From an optimization exercise on the open Yosys and OpenROAD flow, aimed at small area, a short achievable clock period and few clock cycles; shortcuts taken in it are not production practice. Function was not checked in any run shown here: the RTL went through the layout flow alone. No activity file was given, so power comes from the tool's default toggle rates.

<file path="design/flow/config.mk">
export PLATFORM = sky130hd
export DESIGN_NAME = mips
export DESIGN_NICKNAME = mips
export VERILOG_FILES = /design/flow/design.v
export SDC_FILE = /design/flow/constraint.sdc
export NUM_CORES = 8
export LEC_CHECK = 0
export CAP_MARGIN = 20
export CORE_MARGIN = 2
export CORE_UTILIZATION = 40
export SLEW_MARGIN = 20
</file>
<file path="design/flow/constraint.sdc">
create_clock -name core_clock -period 10.0 [get_ports {clk}]
set_input_delay 2.0000 -clock core_clock [delete_from_list [all_inputs] [get_ports {clk}]]
set_output_delay 2.0000 -clock core_clock [all_outputs]
set_load 0.01 [all_outputs]
</file>
<file path="design/flow/design.v">
`timescale 1ns/1ns
module mips(
	input wire clk,
	input wire rst,
	output wire [31:0] INST_ADDR,
	input wire [31:0] INST_DATA,
	output wire [31:0] DMEM_ADDR,
	output wire DMEM_WE,
	output wire [31:0] DMEM_WDATA,
	input wire [31:0] DMEM_RDATA
	);
	reg  [31:0] pc;
	reg  [31:0] ras;
	reg         e_ld, e_st, e_br, e_bne, e_pred, e_jr;
	reg  [4:0]  e_rd;                    
	reg         e_sub;                   
	reg         r_add, r_slt, r_log, r_sh, r_b;    
	reg  [1:0]  e_lop;                   
	reg         e_shl, e_sra;
	reg  [4:0]  e_sa;
	reg  [31:0] e_a, e_b, e_s, e_alt;
	reg         m_we, m_ld;
	reg  [4:0]  m_rd;
	reg  [31:0] m_res, m_wd;
	reg  [31:0] rf [1:31];
	reg  [31:1] rf_v;
	wire [31:0] e_bx = e_sub ? ~e_b : e_b;
	wire [31:0] sum = e_a + e_bx + {31'b0, e_sub};
	reg  [31:0] lg;
	always @(*) begin
		case (e_lop)
			2'd0: lg = e_a & e_b;
			2'd1: lg = e_a | e_b;
			2'd2: lg = e_a ^ e_b;
			default: lg = ~(e_a | e_b);
		endcase
	end
	function automatic [31:0] rev32(input [31:0] x);
		integer k;
		for (k = 0; k < 32; k = k + 1) rev32[k] = x[31-k];
	endfunction
	wire [31:0] sh_in = e_shl ? rev32(e_b) : e_b;
	wire        sh_fill = e_sra & e_b[31];
	wire [32:0] sh_ext = $signed({sh_fill, sh_in}) >>> e_sa;
	wire [31:0] sh_out = e_shl ? rev32(sh_ext[31:0]) : sh_ext[31:0];
	wire [31:0] alu = ({32{r_add}} & sum)
	                | ({32{r_slt}} & {31'b0, sum[31]})
	                | ({32{r_log}} & lg)
	                | ({32{r_sh}}  & sh_out)
	                | ({32{r_b}}   & e_b);
	wire taken  = (e_a == e_b) ^ e_bne;
	wire mis_br = e_br & (taken ^ e_pred);
	wire mis_jr = e_jr & (e_a != pc);
	wire mis    = mis_br | mis_jr;
	wire [31:0] redirect = e_jr ? e_a : e_alt;
	wire [31:0] m_val = m_ld ? DMEM_RDATA : m_res;
	assign DMEM_ADDR  = m_res;
	assign DMEM_WE    = m_we;
	assign DMEM_WDATA = m_wd;
	wire [31:0] ins = INST_DATA;
	assign INST_ADDR = pc;
	wire [5:0]  op  = ins[31:26];
	wire [4:0]  rs  = ins[25:21];
	wire [4:0]  rt  = ins[20:16];
	wire [4:0]  rdf = ins[15:11];
	wire [4:0]  shamt = ins[10:6];
	wire [5:0]  fn  = ins[5:0];
	wire [15:0] imm = ins[15:0];
	wire is_r    = (op == 6'd0);
	wire is_jr   = is_r & (fn == 6'b001000);
	wire is_jalr = is_r & (fn == 6'b001001);
	wire is_j    = (op == 6'd2);
	wire is_jal  = (op == 6'd3);
	wire is_beq  = (op == 6'd4);
	wire is_bne  = (op == 6'd5);
	wire is_br   = is_beq | is_bne;
	wire is_lw   = (op == 6'b100011);
	wire is_sw   = (op == 6'b101011);
	wire is_ia   = (op[5:3] == 3'b001);           
	wire is_lui  = (op == 6'b001111);
	wire sh_const = is_r & (fn == 6'd0 || fn == 6'd2 || fn == 6'd3);
	wire sh_var   = is_r & (fn == 6'd4 || fn == 6'd6 || fn == 6'd7);
	wire uses_rs = (is_r & ~sh_const) | (is_ia & ~is_lui) | is_lw | is_sw | is_br;
	wire uses_rt = (is_r & ~is_jalr) | is_sw | is_br;
	reg  [4:0] dst;
	always @(*) begin
		if (is_r) dst = is_jalr ? 5'd31 : rdf;
		else if (is_ia | is_lw) dst = rt;
		else if (is_jal) dst = 5'd31;
		else dst = 5'd0;
	end
	reg f_sub, f_add, f_slt, f_log, f_sh, f_b, f_shl, f_sra;
	reg [1:0] f_lop;
	always @(*) begin
		{f_sub, f_add, f_slt, f_log, f_sh, f_b, f_shl, f_sra} = 8'b0;
		f_lop = 2'd0;
		if (is_r) begin
			case (fn)
				6'b100000, 6'b100001: f_add = 1'b1;
				6'b100010, 6'b100011: begin f_add = 1'b1; f_sub = 1'b1; end
				6'b101010, 6'b101011: begin f_slt = 1'b1; f_sub = 1'b1; end
				6'b100100: f_log = 1'b1;
				6'b100101: begin f_log = 1'b1; f_lop = 2'd1; end
				6'b100110: begin f_log = 1'b1; f_lop = 2'd2; end
				6'b100111: begin f_log = 1'b1; f_lop = 2'd3; end
				6'b000000, 6'b000100: begin f_sh = 1'b1; f_shl = 1'b1; end
				6'b000010, 6'b000110: f_sh = 1'b1;
				6'b000011, 6'b000111: begin f_sh = 1'b1; f_sra = 1'b1; end
				6'b001001: f_b = 1'b1;                  
				default: f_log = 1'b1;                  
			endcase
		end else begin
			case (op)
				6'b001000, 6'b001001, 6'b100011, 6'b101011: f_add = 1'b1;
				6'b001010, 6'b001011: begin f_slt = 1'b1; f_sub = 1'b1; end
				6'b001100: f_log = 1'b1;
				6'b001101: begin f_log = 1'b1; f_lop = 2'd1; end
				6'b001110: begin f_log = 1'b1; f_lop = 2'd2; end
				default: f_b = 1'b1;                    
			endcase
		end
	end
	wire sext = (op == 6'b001000) | (op == 6'b001010) | is_lw | is_sw | is_br;
	wire [31:0] pc4 = pc + 32'd4;
	wire [31:0] immv = is_lui ? {imm, 16'b0} :
	                   (is_jal | is_jalr) ? pc4 :
	                   {{16{sext & imm[15]}}, imm};
	wire b_imm = ~((is_r & ~is_jalr) | is_br);
	function automatic [31:0] rf_read(input [4:0] r);
		integer k;
		begin
			rf_read = 32'b0;
			for (k = 1; k < 32; k = k + 1)
				rf_read = rf_read | ({32{(r == k) & rf_v[k]}} & rf[k]);
		end
	endfunction
	wire e_w = (e_rd != 5'd0);
	wire m_w = (m_rd != 5'd0);
	wire rs_e = e_w & (rs == e_rd);
	wire rt_e = e_w & (rt == e_rd);
	wire rs_m = m_w & (rs == m_rd);
	wire rt_m = m_w & (rt == m_rd);
	wire [31:0] rs_val = rs_e ? alu : rs_m ? m_val : rf_read(rs);
	wire [31:0] rt_val = rt_e ? alu : rt_m ? m_val : rf_read(rt);
	wire stall = e_ld & ((uses_rs & rs_e) | (uses_rt & rt_e));
	wire adv = ~stall & ~mis;         
	wire pred_t = is_bne | (is_beq & imm[15]);
	wire [31:0] btgt = pc4 + {{14{imm[15]}}, imm, 2'b00};
	reg [31:0] npc;
	always @(*) begin
		if (is_j | is_jal) npc = {pc4[31:28], ins[25:0], 2'b00};
		else if (is_br & pred_t) npc = btgt;
		else if (is_jr) npc = ras;
		else npc = pc4;
	end
	always @(posedge clk or posedge rst) begin
		if (rst) begin
			pc <= 32'b0;
			ras <= 32'b0;
		end else begin
			if (mis) pc <= redirect;
			else if (~stall) pc <= npc;
			if (adv & (is_jal | is_jalr)) ras <= pc4;
		end
	end
	always @(posedge clk or posedge rst) begin
		if (rst) begin
			{e_ld, e_st, e_br, e_bne, e_pred, e_jr} <= 6'b0;
			e_rd <= 5'd0;
			m_we <= 1'b0;
			m_ld <= 1'b0;
			m_rd <= 5'd0;
		end else begin
			if (adv) begin
				e_ld <= is_lw;
				e_st <= is_sw;
				e_br <= is_br;
				e_bne <= is_bne;
				e_pred <= pred_t;
				e_jr <= is_jr | is_jalr;
				e_rd <= dst;
			end else begin
				{e_ld, e_st, e_br, e_bne, e_pred, e_jr} <= 6'b0;
				e_rd <= 5'd0;
			end
			m_we <= e_st;
			m_ld <= e_ld;
			m_rd <= e_rd;
		end
	end
	always @(posedge clk) begin
		e_sub <= f_sub;
		r_add <= f_add;
		r_slt <= f_slt;
		r_log <= f_log;
		r_sh  <= f_sh;
		r_b   <= f_b;
		e_lop <= f_lop;
		e_shl <= f_shl;
		e_sra <= f_sra;
		e_sa  <= sh_var ? rs_val[4:0] : shamt;
		e_a   <= rs_val;
		e_b   <= b_imm ? immv : rt_val;
		e_s   <= rt_val;
		e_alt <= pred_t ? pc4 : btgt;
		m_res <= alu;
		m_wd  <= e_s;
	end
	always @(posedge clk or posedge rst) begin
		if (rst) rf_v <= 31'b0;
		else if (m_w) rf_v[m_rd] <= 1'b1;
	end
	always @(posedge clk) begin
		if (m_w) rf[m_rd] <= m_val;
	end
endmodule
</file>
<file path="design/flow/run.sh">
#!/bin/bash
# synth_recipe.tcl (not shown) runs the flow's synth.tcl, then flattens the netlist and writes it again
# the make line also repeats each setting of config.mk as NAME=value (left out here)
make -C /OpenROAD-flow-scripts/flow DESIGN_CONFIG=/design/flow/config.mk WORK_HOME=/design/flow/orfs CLKGATE_MAP_FILE= SYNTH_SCRIPT=/design/flow/synth_recipe.tcl finish
</file>
==> results.py, run 1 <==
metrics = {
    "routing": {
        "route.vias.total": 58421,
        "finalWirelength_um": 328000,
        "drc_errors": 0,
        "wire_per_inst_um": 41.8,
        "viasPerCell": 7.46,
        "ant_nets": 0,
        "drtIter0Drc": 13250,
        "first_pass_iters": 13,
    },
    "layout": {
        "fin_util_pct": 45.5,
        "drive_above_1_share_pct": 11.6,
        "area_growth_pct": 13.2,
        "mostFrequentLayoutCells": "edfxtp_1 (992), a22oi_1 (426), a221oi_1 (271)",
        "layout_commonest_cell": "edfxtp_1",
        "fin_cells": 7835,
        "final_net_count": 5743,
    },
    "global_route": {
        "grt_usage_pct": 37.9,
        "grt_max_degree": 75,
        "antenna_found_initial": 11,
        "grt_pass1_vias": 54574,
        "grt_pass1_wl_um": 443000,
        "grt_overflow": 0,
    },
    "clocking": {
        "cts-hold-fix-buffers": 0,
        "clk_pin_slew_ns": 0.06,
        "cts.sinks": 1312,
        "cts_htree_levels": 4,
        "clock_path_buffers": 3,
        "cts_tree": "built",
        "post_cts_buffers": 0,
        "numCtsBuffers": 136,
        "cts_resized": 0,
        "clkLatencyLatePin_ns": 0.82,
        "root_buffer": "clkbuf_16",
    },
    "sta": {
        "setup_violations": 0,
        "setup_slack_ns": 3.64,
        "setup_tns_ns": 0,
        "min_period_ns": 6.36,
        "fmax_ghz": 0.157,
        "rsz0062_at_grt": "false",
        "slew-limit-headroom_pct": 0.597,
        "drv_slew": 0,
        "fin_worst_skew_ns": 0.0238,
        "fin_crit_sh_pct": 63.6,
        "whs_ns": 0.326,
        "worstMarginPinSlew_ns": 1.48,
        "finalHoldViolations": 0,
    },
    "synth": {
        "ys_seq_area_share_pct": 56.2,
        "syn_inst": 5550,
        "ys.flop_type": "edfxtp_1",
        "yosys-top-cells-area": "edfxtp_1 (46%), dfxtp_1 (6.3%), a22oi_1 (4.9%)",
        "synth_top_area_cell": "edfxtp_1",
        "syn_nets": 5754,
        "syn_area_sq_um": 65400,
        "synthArstFlopShare_pct": 8.61,
        "synth_area_per_cell_sq_um": 11.8,
        "synth_edf_count": 992,
        "ys_warn_count": 1,
        "netlist.area_leader.share_pct": 45.5,
        "synth-seq-cells": 1312,
        "ys_types": 96,
    },
    "die": {
        "dieArea_sq_um": 167000,
        "pin_count": 163,
        "die_h_um": 408,
        "initial_core_util_pct": 40.2,
        "fp-row-count": 148,
        "coreArea_sq_um": 163000,
        "die_x_um": 408,
    },
    "setup_path": {
        "worstPathArrival_ns": 7.05,
        "reg2reg_slack_ns": 4.04,
        "worstPathMaxFanout": 34,
        "cp-end-kind": "flop",
        "crit_required_ns": 10.69,
        "startpoint_type": "primary input",
        "critPathKind": "primary input to flop",
    },
    "outcome": {
        "status": "failed layout checks",
        "so_faults": "max-capacitance violations",
    },
    "power_and_ir_drop": {
        "powerDensity_nw_per_um2": 188,
        "leakagePower_nw": 25.7,
        "vdd_drop_max_mv": 0.191,
    },
    "place": {
        "dp.cells": 7575,
        "dp_slack_ns": 3.15,
        "dp_hpwl_um": 195000,
        "port_buffers": 162,
        "gp_congestion": 1.05,
    },
    "min_path": {
        "hp-class": "flop to flop",
    },
    "flow_run": {
        "max_cap_viol_count": 1,
    },
}
-- state kept, by name, indices dropped and copies added (netlist names), 2 cells and up --
signal	flops
e_rd	5
rf	992
m_wd	32
m_rd	5
pc	32
e_alt	32
m_res	32
e_sa	5
e_b	32
e_s	32
rf_v	31
ras	32
e_a	32
e_lop	2
-- worst paths after layout --
check,from,end,cells after the start
max in group asynchronous,rst,m_ld$_DFF_PP0_,3
worst max-delay path,INST_DATA[23],e_sa[1]$_DFF_P_,8
min in group asynchronous,rst,m_we$_DFF_PP0_,2
worst max register to register,m_rd[0]$_DFF_PP0_,e_sa[1]$_DFF_P_,10
worst min register to register,e_s[2]$_DFF_P_,m_wd[2]$_DFF_P_,0
worst min-delay path,e_s[2]$_DFF_P_,m_wd[2]$_DFF_P_,0
-- synthesized netlist by cell type (all sizes together), types with 147 or more instances --
| master | count |
|---|---|
| inv | 160 |
| dfxtp | 207 |
| a221oi | 274 |
| clkbuf | 380 |
| edfxtp | 992 |
| o21ai | 240 |
| a21oi | 213 |
| nand3 | 162 |
| nand4 | 147 |
| a22oi | 426 |
| nand2 | 268 |
| a22o | 257 |
| nor2 | 279 |
-- layout make-up --
cell class / count / area, sq um
Fill cell: 14840 / 88500
Sequential cell: 1312 / 36800
Multi-Input combinational cell: 3588 / 26500
Clock buffer: 180 / 3770
Timing Repair Buffer: 339 / 2950
Tap cell: 2175 / 2720
Clock inverter: 71 / 683
Inverter: 162 / 611
Antenna cell: 8 / 20.0
-- through the flow --
step	instance area (sq um)	power (W)
floorplan	65400	0.00776
global placement	69500	0.00871
detailed placement	69500	0.00873
CTS	74000	0.0138
global route	74000	0.0142
finish	74100	0.0139
-- routing by layer --
layer	global-route usage [%]	wire, um	share of wire [%]	vias up
met2	54.8	135000	41	6156
met5	0.230	170	0.052	-
li1	-	-	-	22166
met1	43.9	107000	33	28056
met4	29.4	33800	10	14
met3	16.6	51700	16	2029
-- power breakdown --
group / internal [W] / switching, W
combinational: 0.000829 / 0.00143
clock: 0.00289 / 0.00227
sequential: 0.00614 / 0.000333
total: 0.00986 / 0.00403
-- cell families (layout without fill, tap and decap cells) --
group / count (synthesis) / count (layout) / synth area share (%)
AOI/OAI and AO/OA: 1855 / 1855 / 21.1
xor gates and xnor gates: 166 / 166 / 2.22
adders and majority gates: 138 / 138 / 2.66
buffers and inverters: 650 / 752 / 3.88
DFF: 1312 / 1312 / 56.2
muxes: 226 / 226 / 4.75
other: 0 / 8 / 0
and+or+nand+nor: 1203 / 1203 / 9.14
-- worst max-delay path: stages --
cell and delay, ns:
clkdlybuf4s50_1 1.00, xor2_1 0.20, or4_2 0.65, buf_4 0.74, inv_2 0.52, o31ai_1 1.20, mux2i_1 0.28, mux2_2 0.38
==> run 2, diff against run 1 <==
--- a/design/flow/config.mk
+++ b/design/flow/config.mk
@@ -6,6 +6,8 @@
 export NUM_CORES = 8
 export LEC_CHECK = 0
+export ABC_CLOCK_PERIOD_IN_PS = 3500
 export CAP_MARGIN = 20
 export CORE_MARGIN = 2
 export CORE_UTILIZATION = 40
+export SETUP_SLACK_MARGIN = 5
 export SLEW_MARGIN = 20
==> run 2 against run 1 <==
Now clean on timing, DRC and antenna. First-iteration DRC count increased by 1.3%. Combinational power about the same. Sequential power hardly changed. Sequential share of layout area fell by 0.18 points. Largest cell class unchanged. Fmax grew 21%. Final cell count is 0.13% higher. Critical path depth rose by 3. Clock-buffer cell count stayed put. Global-route usage about the same. Clock skew is 0.0024 ns lower. Worst setup slack better by 1.1 ns. Register-to-register slack gained 1.1 ns.
==> results.py, run 2 <==
metrics = {
    "synth": {
        "synth_top_area_cell": "edfxtp_1",
        "synth_edf_count": 992,
        "synthArstFlopShare_pct": 8.61,
        "ys_types": 96,
        "synth-seq-cells": 1312,
        "ys_warn_count": 1,
        "yosys-top-cells-area": "edfxtp_1 (46%), dfxtp_1 (6.3%), a22oi_1 (4.9%)",
        "syn_inst": 5550,
        "syn_nets": 5754,
        "ys.flop_type": "edfxtp_1",
        "synth_area_per_cell_sq_um": 11.8,
        "ys_seq_area_share_pct": 56.2,
        "syn_area_sq_um": 65400,
        "netlist.area_leader.share_pct": 45.5,
        "synth_common_cells": "edfxtp_1 (992), a22oi_1 (426), clkbuf_1 (380), nor2_1 (279), a221oi_1 (271)",
        "yosysMostFrequentCell": "edfxtp_1",
    },
    "min_path": {
        "hold_start": "e_s[2]$_DFF_P_",
        "hp-class": "flop to flop",
    },
    "clocking": {
        "root_buffer": "clkbuf_16",
        "clock_path_buffers": 3,
        "clk_pin_slew_ns": 0.06,
        "cts-hold-fix-buffers": 0,
        "numCtsBuffers": 136,
        "cts_htree_levels": 4,
        "cts.sinks": 1312,
        "cts_tree": "built",
        "clkLatencyLatePin_ns": 0.82,
    },
    "sta": {
        "setup_slack_ns": 4.77,
        "fin_worst_skew_ns": 0.0214,
        "fin_crit_sh_pct": 52.3,
        "setup_violations": 0,
        "slew-limit-headroom_pct": 17.6,
        "drv_slew": 0,
        "worstMarginPinSlew_ns": 1.23,
        "min_period_ns": 5.23,
        "fmax_ghz": 0.191,
        "rsz0062_at_grt": "true",
        "finalHoldViolations": 0,
        "setup_tns_ns": 0,
    },
    "die": {
        "pin_count": 163,
        "coreArea_sq_um": 163000,
        "initial_core_util_pct": 40.2,
        "fp-row-count": 148,
        "die_x_um": 408,
        "die_h_um": 408,
        "dieArea_sq_um": 167000,
    },
    "routing": {
        "ant_nets": 0,
        "finalWirelength_um": 328000,
        "viasPerCell": 7.50,
        "drc_errors": 0,
        "route.vias.total": 58836,
        "wire_per_inst_um": 41.8,
        "drtIter0Drc": 13416,
        "first_pass_iters": 22,
    },
    "global_route": {
        "grt_overflow": 0,
        "grt_pass1_vias": 54641,
        "grt_max_degree": 75,
        "grt_usage_pct": 37.9,
        "grt_pass1_wl_um": 443000,
        "antenna_found_initial": 13,
    },
    "power_and_ir_drop": {
        "pwr-share-comb_pct": 16.3,
        "vdd_drop_max_mv": 0.192,
        "p_sw_w": 0.00404,
        "powerDensity_nw_per_um2": 187,
        "clkPwrFrac_pct": 37.1,
        "intPower_w": 0.00987,
        "leakagePower_nw": 25.9,
        "switching_share_pct": 29.0,
        "p_total_w": 0.0139,
        "seq_power_share_pct": 46.6,
    },
    "layout": {
        "area_growth_pct": 13.6,
        "final_net_count": 5751,
        "largest-register": "rf",
        "largest_register_ffs": 992,
        "num-fill-cells": 14826,
        "drive_above_1_share_pct": 12.3,
        "mostFrequentLayoutCells": "edfxtp_1 (992), a22oi_1 (426), a221oi_1 (270)",
        "layout_commonest_cell": "edfxtp_1",
    },
    "setup_path": {
        "worstPathArrival_ns": 5.92,
        "critPathKind": "primary input to flop",
        "worstPathMaxFanout": 19,
        "regToRegStartpoint": "e_sa[0]$_DFF_P_",
        "cp-startpoint": "INST_DATA[18]",
        "startpoint_type": "primary input",
        "crit_required_ns": 10.69,
        "cp-end-kind": "flop",
    },
    "outcome": {
        "status": "complete, no violations",
    },
    "place": {
        "port_buffers": 162,
        "dp_slack_ns": 3.15,
        "gp_congestion": 1.05,
        "dp_hpwl_um": 195000,
    },
    "flow_run": {
        "max_cap_viol_count": 0,
    },
}
run 2: changes by cell type in the layout (fill, tap and decap cells not counted), moves of 3 or more:
cell / before / now
buf_6: 0 / 4
nor3_1: 73 / 63
buf_4: 175 / 178
nor3_2: 7 / 15
a21oi_1: 211 / 207
dlygate4sd2_1: 0 / 5
xor2_1: 80 / 77
clkbuf_2: 0 / 4
a21oi_2: 2 / 6
xor2_2: 0 / 3
clkdlybuf4s50_1: 162 / 148
dlymetal6s2s_1: 0 / 4
run 2: cells by family after synthesis:
family	after synthesis	share of synthesized area [%]
xor+xnor	166	2.22
compound gates	1855	21.1
flops	1312	56.2
mux	226	4.75
simple gates	1203	9.14
buf+inv	650	3.88
fa+ha+maj	138	2.66
run 2: stage by stage:
| step | instances | utilization [%] | hold slack [ns] | instance area (sq um) |
|---|---|---|---|---|
| after global placement | 7573 | 42.8 | 0.314 | 69500 |
| after global routing | 7835 | 45.7 | 0.329 | 74300 |
| after floorplan | 5550 | - | 0.310 | 65400 |
| after CTS | 7830 | 45.6 | 0.326 | 74100 |
| final | 7845 | 45.7 | 0.325 | 74300 |
| after detailed placement | 7575 | 42.8 | 0.312 | 69500 |
run 2: layout make-up:
type	count	area (sq um)	share of cell area (%)
sequential	1312	36800	49.5
multi-input combinational	3588	26700	36.0
clock buffer	180	3770	5.08
timing repair buffer	347	3010	4.06
tap	2175	2720	3.66
clock inverter	71	683	0.919
inverter	162	614	0.827
antenna	10	25.0	0.0337
run 2: power by group through the flow:
stage          combinational, W  sequential (W)  clock (W)
2_1_floorplan           0.00135         0.00641          0
3_3_place_gp            0.00214         0.00657          0
3_5_place_dp            0.00217         0.00657          0
4_1_cts                 0.00219         0.00646    0.00515
5_1_grt                 0.00242         0.00648    0.00536
6_report                0.00227         0.00648    0.00516
run 2: worst paths after layout:
path	slack, ns	endpoint	cells after the start
max	4.77	e_b[0]$_DFF_P_	11
min	0.33	m_wd[2]$_DFF_P_	0
min in group asynchronous	1.62	m_we$_DFF_PP0_	2
min reg2reg	0.33	m_wd[2]$_DFF_P_	0
max in group asynchronous	6.94	m_ld$_DFF_PP0_	3
max reg2reg	5.14	e_b[8]$_DFF_P_	10
run 2: metal layers:
layer	track usage [%]	wire length (um)
met5	0.517	333
met2	54.9	135000
met3	16.3	51800
met4	29.3	34400
met1	44.1	107000
run 2: worst max-delay path, cell delays in order:
cell,delay (ns)
clkdlybuf4s15_1,0.51
nor2b_1,0.34
and3_2,0.53
buf_4,0.44
a22o_1,0.25
a221oi_1,0.23
nand4_1,0.16
nor3_1,0.99
o2bb2ai_1,0.25
nand2_1,0.12
o21ai_1,0.07
run 2: what timing repair did:
| item | CTS | global route |
|---|---|---|
| endpoints found under the setup margin | 89 | 79 |
| setup buffers | 4 | 3 |
| pin swaps | 0 | 1 |
| resized for setup | 30 | 41 |
==> run 3, diff against run 2 <==
--- a/design/flow/design.v
+++ b/design/flow/design.v
@@ -1,2 +1,34 @@
+module g_a222oi(input a1, a2, b1, b2, c1, c2, output y);
+	assign y = ~((a1 & a2) | (b1 & b2) | (c1 & c2));
+endmodule
+module g_a22oi(input a1, a2, b1, b2, output y);
+	assign y = ~((a1 & a2) | (b1 & b2));
+endmodule
+module g_nand4(input a, b, c, d, output y);
+	assign y = ~(a & b & c & d);
+endmodule
+module g_nand3(input a, b, c, output y);
+	assign y = ~(a & b & c);
+endmodule
+module g_or3(input a, b, c, output y);
+	assign y = a | b | c;
+endmodule
+module g_a22o(input a1, a2, b1, b2, output y);
+	assign y = (a1 & a2) | (b1 & b2);
+endmodule
+module g_rd32(input [31:0] s, input [31:0] d, output q);
+	wire [10:0] y;
+	wire z0, z1, z2;
+	genvar i;
+	generate for (i = 0; i < 10; i = i + 1) begin : g
+		g_a222oi u(.a1(s[3*i]), .a2(d[3*i]), .b1(s[3*i+1]), .b2(d[3*i+1]),
+		           .c1(s[3*i+2]), .c2(d[3*i+2]), .y(y[i]));
+	end endgenerate
+	g_a22oi u10(.a1(s[30]), .a2(d[30]), .b1(s[31]), .b2(d[31]), .y(y[10]));
+	g_nand4 n0(.a(y[0]), .b(y[1]), .c(y[2]), .d(y[3]), .y(z0));
+	g_nand4 n1(.a(y[4]), .b(y[5]), .c(y[6]), .d(y[7]), .y(z1));
+	g_nand3 n2(.a(y[8]), .b(y[9]), .c(y[10]), .y(z2));
+	g_or3 o(.a(z0), .b(z1), .c(z2), .y(q));
+endmodule
 `timescale 1ns/1ns
 module mips(
@@ -14,4 +46,7 @@
 	reg         e_ld, e_st, e_br, e_bne, e_pred, e_jr;
 	reg  [4:0]  e_rd;                    
+	reg         e_fa, e_fb;              
+	reg         e_ui;                    
+	reg         e_sv;                    
 	reg         e_sub;                   
 	reg         r_add, r_slt, r_log, r_sh, r_b;    
@@ -19,5 +54,5 @@
 	reg         e_shl, e_sra;
 	reg  [4:0]  e_sa;
-	reg  [31:0] e_a, e_b, e_s, e_alt;
+	reg  [31:0] e_a, e_b, e_imm, e_alt;
 	reg         m_we, m_ld;
 	reg  [4:0]  m_rd;
@@ -25,13 +60,17 @@
 	reg  [31:0] rf [1:31];
 	reg  [31:1] rf_v;
-	wire [31:0] e_bx = e_sub ? ~e_b : e_b;
-	wire [31:0] sum = e_a + e_bx + {31'b0, e_sub};
+	wire [31:0] a = e_fa ? m_res : e_a;
+	wire [31:0] bf = e_fb ? m_res : e_b;
+	wire [31:0] b = e_ui ? e_imm : bf;
+	wire [4:0]  sa = e_sv ? a[4:0] : e_sa;
+	wire [31:0] bx = e_sub ? ~b : b;
+	wire [31:0] sum = a + bx + {31'b0, e_sub};
 	reg  [31:0] lg;
 	always @(*) begin
 		case (e_lop)
-			2'd0: lg = e_a & e_b;
-			2'd1: lg = e_a | e_b;
-			2'd2: lg = e_a ^ e_b;
-			default: lg = ~(e_a | e_b);
+			2'd0: lg = a & b;
+			2'd1: lg = a | b;
+			2'd2: lg = a ^ b;
+			default: lg = ~(a | b);
 		endcase
 	end
@@ -40,7 +79,7 @@
 		for (k = 0; k < 32; k = k + 1) rev32[k] = x[31-k];
 	endfunction
-	wire [31:0] sh_in = e_shl ? rev32(e_b) : e_b;
-	wire        sh_fill = e_sra & e_b[31];
-	wire [32:0] sh_ext = $signed({sh_fill, sh_in}) >>> e_sa;
+	wire [31:0] sh_in = e_shl ? rev32(b) : b;
+	wire        sh_fill = e_sra & b[31];
+	wire [32:0] sh_ext = $signed({sh_fill, sh_in}) >>> sa;
 	wire [31:0] sh_out = e_shl ? rev32(sh_ext[31:0]) : sh_ext[31:0];
 	wire [31:0] alu = ({32{r_add}} & sum)
@@ -48,11 +87,12 @@
 	                | ({32{r_log}} & lg)
 	                | ({32{r_sh}}  & sh_out)
-	                | ({32{r_b}}   & e_b);
-	wire taken  = (e_a == e_b) ^ e_bne;
+	                | ({32{r_b}}   & b);
+	wire taken  = (a == bf) ^ e_bne;
 	wire mis_br = e_br & (taken ^ e_pred);
-	wire mis_jr = e_jr & (e_a != pc);
+	wire mis_jr = e_jr & (a != pc);
 	wire mis    = mis_br | mis_jr;
-	wire [31:0] redirect = e_jr ? e_a : e_alt;
+	wire [31:0] redirect = e_jr ? a : e_alt;
 	wire [31:0] m_val = m_ld ? DMEM_RDATA : m_res;
+	wire m_w = (m_rd != 5'd0);
 	assign DMEM_ADDR  = m_res;
 	assign DMEM_WE    = m_we;
@@ -126,21 +166,32 @@
 	                   (is_jal | is_jalr) ? pc4 :
 	                   {{16{sext & imm[15]}}, imm};
-	wire b_imm = ~((is_r & ~is_jalr) | is_br);
-	function automatic [31:0] rf_read(input [4:0] r);
-		integer k;
-		begin
-			rf_read = 32'b0;
-			for (k = 1; k < 32; k = k + 1)
-				rf_read = rf_read | ({32{(r == k) & rf_v[k]}} & rf[k]);
-		end
-	endfunction
+	wire ui = ~((is_r & ~is_jalr) | is_br);
+	wire rs_m = m_w & (rs == m_rd);
+	wire rt_m = m_w & (rt == m_rd);
+	wire [31:1] rf_en;
+	genvar gk, gb;
+	generate for (gk = 1; gk < 32; gk = gk + 1) begin : en
+		assign rf_en[gk] = rf_v[gk] & (m_rd != gk);
+	end endgenerate
+	wire [31:0] sel_a, sel_b;
+	generate for (gk = 1; gk < 32; gk = gk + 1) begin : sel
+		assign sel_a[gk-1] = (rs == gk) & rf_en[gk];
+		assign sel_b[gk-1] = (rt == gk) & rf_en[gk];
+	end endgenerate
+	assign sel_a[31] = rs_m;
+	assign sel_b[31] = rt_m;
+	wire [31:0] rs_val, rt_val;
+	generate for (gb = 0; gb < 32; gb = gb + 1) begin : rdp
+		wire [31:0] d;
+		for (gk = 1; gk < 32; gk = gk + 1) begin : c
+			assign d[gk-1] = rf[gk][gb];
+		end
+		assign d[31] = m_val[gb];
+		g_rd32 ua(.s(sel_a), .d(d), .q(rs_val[gb]));
+		g_rd32 ub(.s(sel_b), .d(d), .q(rt_val[gb]));
+	end endgenerate
 	wire e_w = (e_rd != 5'd0);
-	wire m_w = (m_rd != 5'd0);
 	wire rs_e = e_w & (rs == e_rd);
 	wire rt_e = e_w & (rt == e_rd);
-	wire rs_m = m_w & (rs == m_rd);
-	wire rt_m = m_w & (rt == m_rd);
-	wire [31:0] rs_val = rs_e ? alu : rs_m ? m_val : rf_read(rs);
-	wire [31:0] rt_val = rt_e ? alu : rt_m ? m_val : rf_read(rt);
 	wire stall = e_ld & ((uses_rs & rs_e) | (uses_rt & rt_e));
 	wire adv = ~stall & ~mis;         
@@ -190,4 +241,8 @@
 	end
 	always @(posedge clk) begin
+		e_fa  <= rs_e;
+		e_fb  <= rt_e;
+		e_ui  <= ui;
+		e_sv  <= sh_var;
 		e_sub <= f_sub;
 		r_add <= f_add;
@@ -199,11 +254,11 @@
 		e_shl <= f_shl;
 		e_sra <= f_sra;
-		e_sa  <= sh_var ? rs_val[4:0] : shamt;
+		e_sa  <= shamt;
 		e_a   <= rs_val;
-		e_b   <= b_imm ? immv : rt_val;
-		e_s   <= rt_val;
+		e_b   <= rt_val;
+		e_imm <= immv;
 		e_alt <= pred_t ? pc4 : btgt;
 		m_res <= alu;
-		m_wd  <= e_s;
+		m_wd  <= bf;
 	end
 	always @(posedge clk or posedge rst) begin
@@ -211,6 +266,12 @@
 		else if (m_w) rf_v[m_rd] <= 1'b1;
 	end
-	always @(posedge clk) begin
-		if (m_w) rf[m_rd] <= m_val;
-	end
-endmodule
+	generate for (gk = 1; gk < 32; gk = gk + 1) begin : wr
+		wire we = (m_rd == gk);
+		wire wen = ~we;
+		for (gb = 0; gb < 32; gb = gb + 1) begin : b
+			wire nx;
+			g_a22o m(.a1(we), .a2(m_val[gb]), .b1(wen), .b2(rf[gk][gb]), .y(nx));
+			always @(posedge clk) rf[gk][gb] <= nx;
+		end
+	end endgenerate
+endmodule
--- a/design/flow/config.mk
+++ b/design/flow/config.mk
@@ -6,5 +6,4 @@
 export NUM_CORES = 8
 export LEC_CHECK = 0
-export ABC_CLOCK_PERIOD_IN_PS = 3500
 export CAP_MARGIN = 20
 export CORE_MARGIN = 2
@@ -12,2 +11,4 @@
 export SETUP_SLACK_MARGIN = 5
 export SLEW_MARGIN = 20
+export SYNTH_HIERARCHICAL = 1
+export SYNTH_MINIMUM_KEEP_SIZE = 0
==> run 3 against run 2 <==
Combinational power grew 22%. Global-route usage shrank 2.3 points. Critical path type is now flop to flop. Die area shrank 4.4%. Clock-buffer cell count grew 33. Clock skew grew 0.032 ns. Area after synthesis shrank 4.4%. Final cell count grew 7.6%. Synthesized cell count grew 7.4%. Largest power group unchanged. Sequential power is essentially flat. First-iteration DRC count shrank 2.1%.
==> results.py, run 3 <==
metrics = {
    "place": {
        "port_buffers": 162,
        "gp_congestion": 1.02,
        "dp_slack_ns": 3.98,
        "dp_hpwl_um": 189000,
        "dpl_cell_area_sq_um": 68100,
    },
    "routing": {
        "wire_per_inst_um": 35.2,
        "drtIter0Drc": 13136,
        "drc_errors": 0,
        "ant_nets": 0,
        "finalWirelength_um": 297000,
        "viasPerCell": 7.29,
        "route.vias.total": 61522,
        "first_pass_iters": 14,
    },
    "setup_path": {
        "crit_required_ns": 10.67,
        "critPathKind": "flop to flop",
        "cp-startpoint": "e_fb$_DFF_P_",
        "regToRegStartpoint": "e_fb$_DFF_P_",
        "startpoint_type": "flop",
        "worstPathArrival_ns": 5.62,
        "cp-end-kind": "flop",
        "worstPathMaxFanout": 41,
    },
    "synth": {
        "ys_seq_area_share_pct": 43.0,
        "ys_warn_count": 9,
        "ys_types": 94,
        "yosysMostFrequentCell": "dfxtp_1",
        "syn_area_sq_um": 62500,
        "netlist.area_leader.share_pct": 38.5,
        "syn_inst": 5959,
        "synth_edf_count": 0,
        "synth_common_cells": "dfxtp_1 (1203), a22o_1 (995), a222oi_1 (661), nand2_1 (324), nor2_1 (220)",
        "synth-seq-cells": 1316,
        "syn_nets": 6164,
        "synth_top_area_cell": "dfxtp_1",
        "synthArstFlopShare_pct": 8.59,
        "yosys-top-cells-area": "dfxtp_1 (39%), a22o_1 (14%), a222oi_1 (11%)",
        "ys.flop_type": "dfxtp_1",
        "synth_area_per_cell_sq_um": 10.5,
    },
    "sta": {
        "slew-limit-headroom_pct": 18.0,
        "finalHoldViolations": 0,
        "setup_tns_ns": 0,
        "whs_ns": 0.363,
        "rsz0062_at_grt": "false",
        "drv_slew": 0,
        "setup_slack_ns": 5.04,
        "fin_worst_skew_ns": 0.0534,
        "worstMarginPinSlew_ns": 1.20,
        "fmax_ghz": 0.202,
        "fin_crit_sh_pct": 49.6,
        "min_period_ns": 4.96,
        "setup_violations": 0,
    },
    "global_route": {
        "grt_usage_pct": 35.6,
        "grt_overflow": 0,
        "grt_pass1_wl_um": 417000,
        "grt_pass1_vias": 57601,
        "grt_max_degree": 84,
        "antenna_found_initial": 12,
    },
    "die": {
        "die_h_um": 399,
        "coreArea_sq_um": 156000,
        "initial_core_util_pct": 40.2,
        "fp-row-count": 145,
        "pin_count": 163,
        "dieArea_sq_um": 159000,
        "die_x_um": 399,
    },
    "clocking": {
        "cts_tree": "built",
        "clkLatencyLatePin_ns": 0.81,
        "cts_htree_levels": 4,
        "clk_pin_slew_ns": 0.07,
        "clock_path_buffers": 3,
        "cts.sinks": 1316,
        "numCtsBuffers": 142,
        "root_buffer": "clkbuf_16",
    },
    "layout": {
        "largest-register": "rf",
        "largest_register_ffs": 992,
        "mostFrequentLayoutCells": "dfxtp_1 (1196), a22o_1 (995), a222oi_1 (661)",
        "drive_above_1_share_pct": 13.0,
        "final_net_count": 6465,
        "final_area_sq_um": 73300,
        "layout_commonest_cell": "dfxtp_1",
        "area_growth_pct": 17.3,
    },
    "min_path": {
        "hp-class": "flop to flop",
        "hold_start": "e_st$_DFF_PP0_",
    },
    "power_and_ir_drop": {
        "p_total_w": 0.0149,
        "vdd_drop_max_mv": 0.194,
        "leakagePower_nw": 28.6,
        "powerDensity_nw_per_um2": 203,
    },
    "flow_run": {
        "max_cap_viol_count": 0,
    },
    "outcome": {
        "status": "complete, no violations",
    },
}
-- run 3: logic make-up (layout without fill, tap and decap cells) --
group                      Yosys count  count (layout)  synth area share [%]
AOI/OAI and AO/OA                 2430            2430                  33.1
xor gates and xnor gates           247             247                  3.46
adders and majority gates          139             139                  2.81
buffers and inverters              372             789                  2.43
DFF                               1316            1316                  43.0
muxes                              293             293                  6.02
other                                0               8                     0
and+or+nand+nor                   1162            1162                  9.12
-- run 3: repair_timing --
item	4_1_cts	5_1_grt
buffers inserted	3	1
pin swaps	2	0
setup endpoints to repair	50	65
hold buffers	0	0
gates resized for setup	15	21
-- run 3: through the flow --
stage / cells / util, %
2_1_floorplan: 5959 / -
3_3_place_gp: 8170 / 43.7
3_5_place_dp: 8170 / 43.7
4_1_cts: 8433 / 47.0
5_1_grt: 8434 / 47.1
6_report: 8442 / 47.1
-- run 3: critical path, cell delays in order (launching register included) --
cell and delay (ns):
dfxtp_2 0.33, buf_6 0.33, mux2_2 0.52, mux2_2 0.42, xor2_1 0.18, ha_1 0.38
a2111oi_2 0.54, inv_1 0.08, a21oi_1 0.17, o41ai_1 0.14, o31ai_2 0.40, o211ai_1 0.32
o21ai_1 0.40, xnor2_1 0.17, a221o_1 0.37
-- run 3: worst paths after layout --
kind	to	slack (ns)	cells past startpoint
worst max-delay path	m_res[0]$_DFF_P_	5.04	14
worst min-delay path	m_we$_DFF_PP0_	0.36	0
worst max register to register	m_res[0]$_DFF_P_	5.04	14
worst min register to register	m_we$_DFF_PP0_	0.36	0
max in group asynchronous	m_ld$_DFF_PP0_	6.85	3
min in group asynchronous	ras[28]$_DFFE_PP0P_	1.67	2
-- run 3: routing by layer --
metal	vias up	routed length, um	global-route usage, %
li1	25502	-	-
met2	4878	123000	51.4
met1	30168	111000	45.2
met3	968	40100	11.7
met5	-	93	0.272
met4	6	22800	23.8
-- run 3: where the power goes --
part | switching (W) | internal [W] | total [W]
clock network | 0.00236 | 0.00334 | 0.00570
logic | 0.00157 | 0.00119 | 0.00276
registers | 0.000632 | 0.00583 | 0.00646
total | 0.00456 | 0.0104 | 0.0149
-- run 3: Yosys stat by module, one instance, submodules excluded, a selection --
module / flip-flops and latches / copies in the design
g_a222oi: 0 / 640
g_or3: 0 / 64
g_a22o: 0 / 992
g_nand4: 0 / 128
g_a22oi: 0 / 64
mips: 1316 / 1
g_nand3: 0 / 64
-- run 3: layout make-up --
type / instances / area [sq um]
diodes: 8 / 20.0
multi-input cells: 4271 / 35000
repair buffers: 359 / 3150
fillers: 14467 / 82300
flip-flops and latches: 1316 / 26900
clock inverters: 47 / 744
clock buffers: 213 / 4330
well taps: 2058 / 2570
inverters: 170 / 641
==> run 4, diff against run 3 <==
==> design/flow/flow/run.sh (new file) <==
#!/bin/bash
set -euo pipefail
MARGIN=7
bash standard.sh synth > synth.log 2>&1
bash standard.sh SETUP_SLACK_MARGIN=$MARGIN finish > layout.log 2>&1
==> design/flow/standard.sh (new file) <==
#!/bin/bash
# synth_recipe.tcl (not shown) runs the flow's synth.tcl, then flattens the netlist and writes it again
# the make line also repeats each setting of config.mk as NAME=value (left out here)
make -C /OpenROAD-flow-scripts/flow DESIGN_CONFIG=/design/flow/config.mk WORK_HOME=/design/flow/orfs CLKGATE_MAP_FILE= SYNTH_SCRIPT=/design/flow/synth_recipe.tcl "${@:-finish}"
--- a/design/flow/config.mk
+++ b/design/flow/config.mk
@@ -9,5 +9,4 @@
 export CORE_MARGIN = 2
 export CORE_UTILIZATION = 40
-export SETUP_SLACK_MARGIN = 5
 export SLEW_MARGIN = 20
 export SYNTH_HIERARCHICAL = 1
removed: design/flow/run.sh
==> run 4 against run 3 <==
Still clean. Via count increased by 9.8%. Sequential power down 2%. Sequential share of layout area fell by 5.3 points. Routed wire length grew 15%. Die area did not move. Global-route usage is 4.4 points higher. Core utilization grew 8.4 points. Power is 12% higher. Register-to-register slack improved by 0.71 ns. Critical path type unchanged. Largest cell class unchanged.
==> results.py, run 4 <==
metrics = {
    "synth": {
        "synth-seq-cells": 1316,
        "syn_inst": 5959,
        "yosysMostFrequentCell": "dfxtp_1",
        "netlist.area_leader.share_pct": 38.5,
        "ys_warn_count": 9,
        "ys_seq_area_share_pct": 43.0,
        "yosys-top-cells-area": "dfxtp_1 (39%), a22o_1 (14%), a222oi_1 (11%)",
        "synth_top_area_cell": "dfxtp_1",
        "ys.flop_type": "dfxtp_1",
        "synth_area_per_cell_sq_um": 10.5,
        "ys_types": 94,
        "synthArstFlopShare_pct": 8.59,
        "synth_edf_count": 0,
        "syn_area_sq_um": 62500,
        "syn_nets": 6164,
        "synth_common_cells": "dfxtp_1 (1203), a22o_1 (995), a222oi_1 (661), nand2_1 (324), nor2_1 (220)",
    },
    "layout": {
        "largest_register_ffs": 992,
        "area_growth_pct": 38.2,
        "seqCellArea_sq_um": 27100,
        "mostFrequentLayoutCells": "dfxtp_1 (1139), a22o_1 (995), a222oi_1 (661)",
        "final_net_count": 7124,
        "drive_above_1_share_pct": 31.6,
        "fin_cells": 9102,
        "num-fill-cells": 12896,
        "largest-register": "rf",
        "layout_commonest_cell": "dfxtp_1",
        "multi_input_area_sq_um": 39400,
    },
    "place": {
        "port_buffers": 162,
        "dp_slack_ns": 3.78,
        "gp_congestion": 0.962,
        "dp.cells": 8175,
        "dp_hpwl_um": 187000,
    },
    "routing": {
        "viasPerCell": 7.42,
        "drc_errors": 0,
        "route.vias.total": 67540,
        "drtIter0Drc": 15098,
        "first_pass_iters": 13,
        "wire_per_inst_um": 37.7,
        "finalWirelength_um": 343000,
        "ant_nets": 0,
    },
    "power_and_ir_drop": {
        "clkPwrFrac_pct": 33.7,
        "switching_share_pct": 32.3,
        "leakagePower_nw": 34.3,
        "p_sw_w": 0.00540,
        "powerDensity_nw_per_um2": 193,
        "intPower_w": 0.0113,
        "seq_power_share_pct": 38.0,
        "pwr-share-comb_pct": 28.2,
        "vdd_drop_max_mv": 0.180,
    },
    "clocking": {
        "clk_pin_slew_ns": 0.07,
        "numCtsBuffers": 140,
        "cts.sinks": 1316,
        "clock_path_buffers": 3,
        "cts-hold-fix-buffers": 0,
        "cts_tree": "built",
        "cts_htree_levels": 4,
        "clkLatencyLatePin_ns": 0.82,
        "root_buffer": "clkbuf_16",
    },
    "die": {
        "die_h_um": 399,
        "dieArea_sq_um": 159000,
        "initial_core_util_pct": 40.2,
        "die_x_um": 399,
        "coreArea_sq_um": 156000,
        "pin_count": 163,
        "fp-row-count": 145,
    },
    "outcome": {
        "status": "complete, no violations",
    },
    "setup_path": {
        "startpoint_type": "flop",
        "slowest_delay_ns": 0.59,
        "worstPathMaxFanout": 6,
        "cp_common_cell": "buf_6",
        "crit_required_ns": 10.57,
        "crit_slowest_cell": "a222oi_1",
        "critPathKind": "flop to flop",
        "worstPathArrival_ns": 4.82,
        "cp-end-kind": "flop",
        "path_cells": "buf_12, mux2_4, mux2_4, xor2_1, ha_2, buf_6, buf_6, buf_6, buf_6, o21ai_4, o21ai_4, buf_6, a21oi_4, o221ai_2, a21oi_2, xnor2_1, a222oi_1, o221ai_1",
    },
    "sta": {
        "setup_violations": 0,
        "setup_slack_ns": 5.76,
        "drv_slew": 0,
        "fmax_ghz": 0.236,
        "fin_crit_sh_pct": 42.4,
        "worstMarginPinSlew_ns": 1.03,
        "slew-limit-headroom_pct": 30.5,
        "rsz0062_at_grt": "true",
        "fin_worst_skew_ns": 0.0541,
        "setup_tns_ns": 0,
        "finalHoldViolations": 0,
        "min_period_ns": 4.24,
    },
    "global_route": {
        "grt_max_degree": 73,
        "grt_usage_pct": 40.0,
        "grt_overflow": 0,
        "grt_pass1_vias": 62355,
        "antenna_found_initial": 14,
        "grt_pass1_wl_um": 464000,
    },
    "min_path": {
        "hp-class": "flop to flop",
    },
    "flow_run": {
        "max_cap_viol_count": 0,
    },
}
## run 4: cell count changes in the layout (fill, tap and decap cells not counted), moves of 38 or more
cell	before	now
nor2_1	218	179
o21ai_0	183	114
dfxtp_1	1196	1139
ha_1	137	91
buf_6	4	259
buf_16	0	49
o21ai_1	13	51
buf_4	191	485
nand2_1	309	252
nor3_4	20	63
buf_12	2	123
clkdlybuf4s50_1	153	33
a21oi_1	168	108
## run 4: cell type report
| cell class | count | area share (%) |
|---|---|---|
| well taps | 2058 | 2.98 |
| clock buffers | 202 | 4.82 |
| flip-flops and latches | 1316 | 31.4 |
| diodes | 14 | 0.0406 |
| multi-input cells | 4276 | 45.6 |
| inverters | 170 | 0.763 |
| repair buffers | 1015 | 13.5 |
| clock inverters | 51 | 0.860 |
## run 4: Yosys stat by module (local to each module, per instance), excerpt
| module | copies in the design | flip-flops and latches | cell area [sq um] | cells inside |
|---|---|---|---|---|
| g_nand4 | 128 | 0 | 6.26 | 1 |
| g_or3 | 64 | 0 | 6.26 | 1 |
| g_nand3 | 64 | 0 | 5.00 | 1 |
| g_a22o | 992 | 0 | 8.76 | 1 |
| g_a222oi | 640 | 0 | 10.0 | 1 |
| g_a22oi | 64 | 0 | 12.5 | 1 |
| mips | 1 | 1316 | 45100 | 4007 |
## run 4: cell families after synthesis
family	after synthesis	share of synthesized area, %
flip-flops	1316	43.0
XOR/XNOR	247	3.46
AO/OA/AOI/OAI	2430	33.1
multiplexers	293	6.02
AND/OR/NAND/NOR	1162	9.12
buffers and inverters	372	2.43
adder cells (fa/ha/maj)	139	2.81
## run 4: worst max-delay path, delay by kind of cell (launching register included)
| kind | cells | cell delay (ns) |
|---|---|---|
| AO/OA/AOI/OAI | 7 | 1.56 |
| XOR/XNOR | 2 | 0.29 |
| adder cells (fa/ha/maj) | 1 | 0.38 |
| buffers and inverters | 6 | 0.64 |
| flip-flops | 1 | 0.40 |
| multiplexers | 2 | 0.69 |
## run 4: worst paths after layout
check / from / to / slack (ns) / depth (start not counted)
worst max-delay path: e_fb$_DFF_P_ / m_res[12]$_DFF_P_ / 5.76 / 18
worst min-delay path: e_st$_DFF_PP0_ / m_we$_DFF_PP0_ / 0.35 / 0
worst max register to register: e_fb$_DFF_P_ / m_res[12]$_DFF_P_ / 5.76 / 18
worst min register to register: e_st$_DFF_PP0_ / m_we$_DFF_PP0_ / 0.35 / 0
max in group asynchronous: rst / pc[18]$_DFFE_PP0P_ / 7.20 / 4
min in group asynchronous: rst / rf_v[20]$_DFFE_PP0P_ / 1.83 / 3
## run 4: through the flow
step	hold slack, ns	util [%]	area [sq um]	power (W)
3_3_place_gp	0.332	44.2	68800	0.00929
5_1_grt	0.355	55.5	86400	0.0171
2_1_floorplan	0.331	-	64000	0.00826
3_5_place_dp	0.336	44.2	68800	0.00934
4_1_cts	0.349	53.8	83700	0.0160
6_report	0.350	55.5	86400	0.0167
## run 4: power groups by stage
stage,Sequential (W),Combinational [W],Clock [W]
6_report,0.00635,0.00472,0.00563
5_1_grt,0.00638,0.00487,0.00583
4_1_cts,0.00629,0.00407,0.00560
3_5_place_dp,0.00651,0.00283,0
3_3_place_gp,0.00650,0.00278,0
2_1_floorplan,0.00629,0.00197,0
## run 4: repair_timing
item / CTS / global route
endpoints found under the setup margin: 880 / 356
gates resized for setup: 1698 / 307
cloned: 60 / 7
pin swaps: 550 / 352
buffers inserted: 459 / 134
## run 4: per-layer routing
layer,vias to the layer above,wire [um],global-route usage [%]
li1,26875,-,-
met1,32906,120000,48.6
met2,6137,137000,55.9
met3,1614,54500,17.0
met4,8,31900,30.0
met5,-,119,0.0303

==> what the ideal ports hide <==
The flow's constraints put no driver on any port. The routed layouts listed below were extracted and timed again, unchanged, in two steps.
Step 1 (the two cells are an assumption about what drives the block):
set clk [get_ports {clk}]
set_driving_cell -lib_cell sky130_fd_sc_hd__clkbuf_16 $clk
set_driving_cell -lib_cell sky130_fd_sc_hd__buf_2 [delete_from_list [all_inputs] $clk]
Step 2, shift: input delay + t, output delay - t, t = (earliest + latest rising clock arrival at the registers) / 2. This alone moves slack from input paths to output paths.
Slacks: ideal / step 1 / step 2; pairs: ideal / step 1.
run	t (ns)	slack for setup (ns)	worst register clock-pin slew, ns	worst data-port slew with drivers (ns)
run 1	0.889	3.642 / 3.692 / 2.802	0.07 / 0.07	0.04
run 2	0.891	4.765 / 4.820 / 3.929	0.07 / 0.07	0.04
run 3	0.873	5.040 / 5.040 / 4.213	0.07 / 0.07	0.11
run 4	0.873	5.755 / 5.755 / 5.146	0.07 / 0.07	0.17
The setup slack of run 1, which loses most, moves by +0.050 ns with the drivers and by -0.840 ns with both steps.
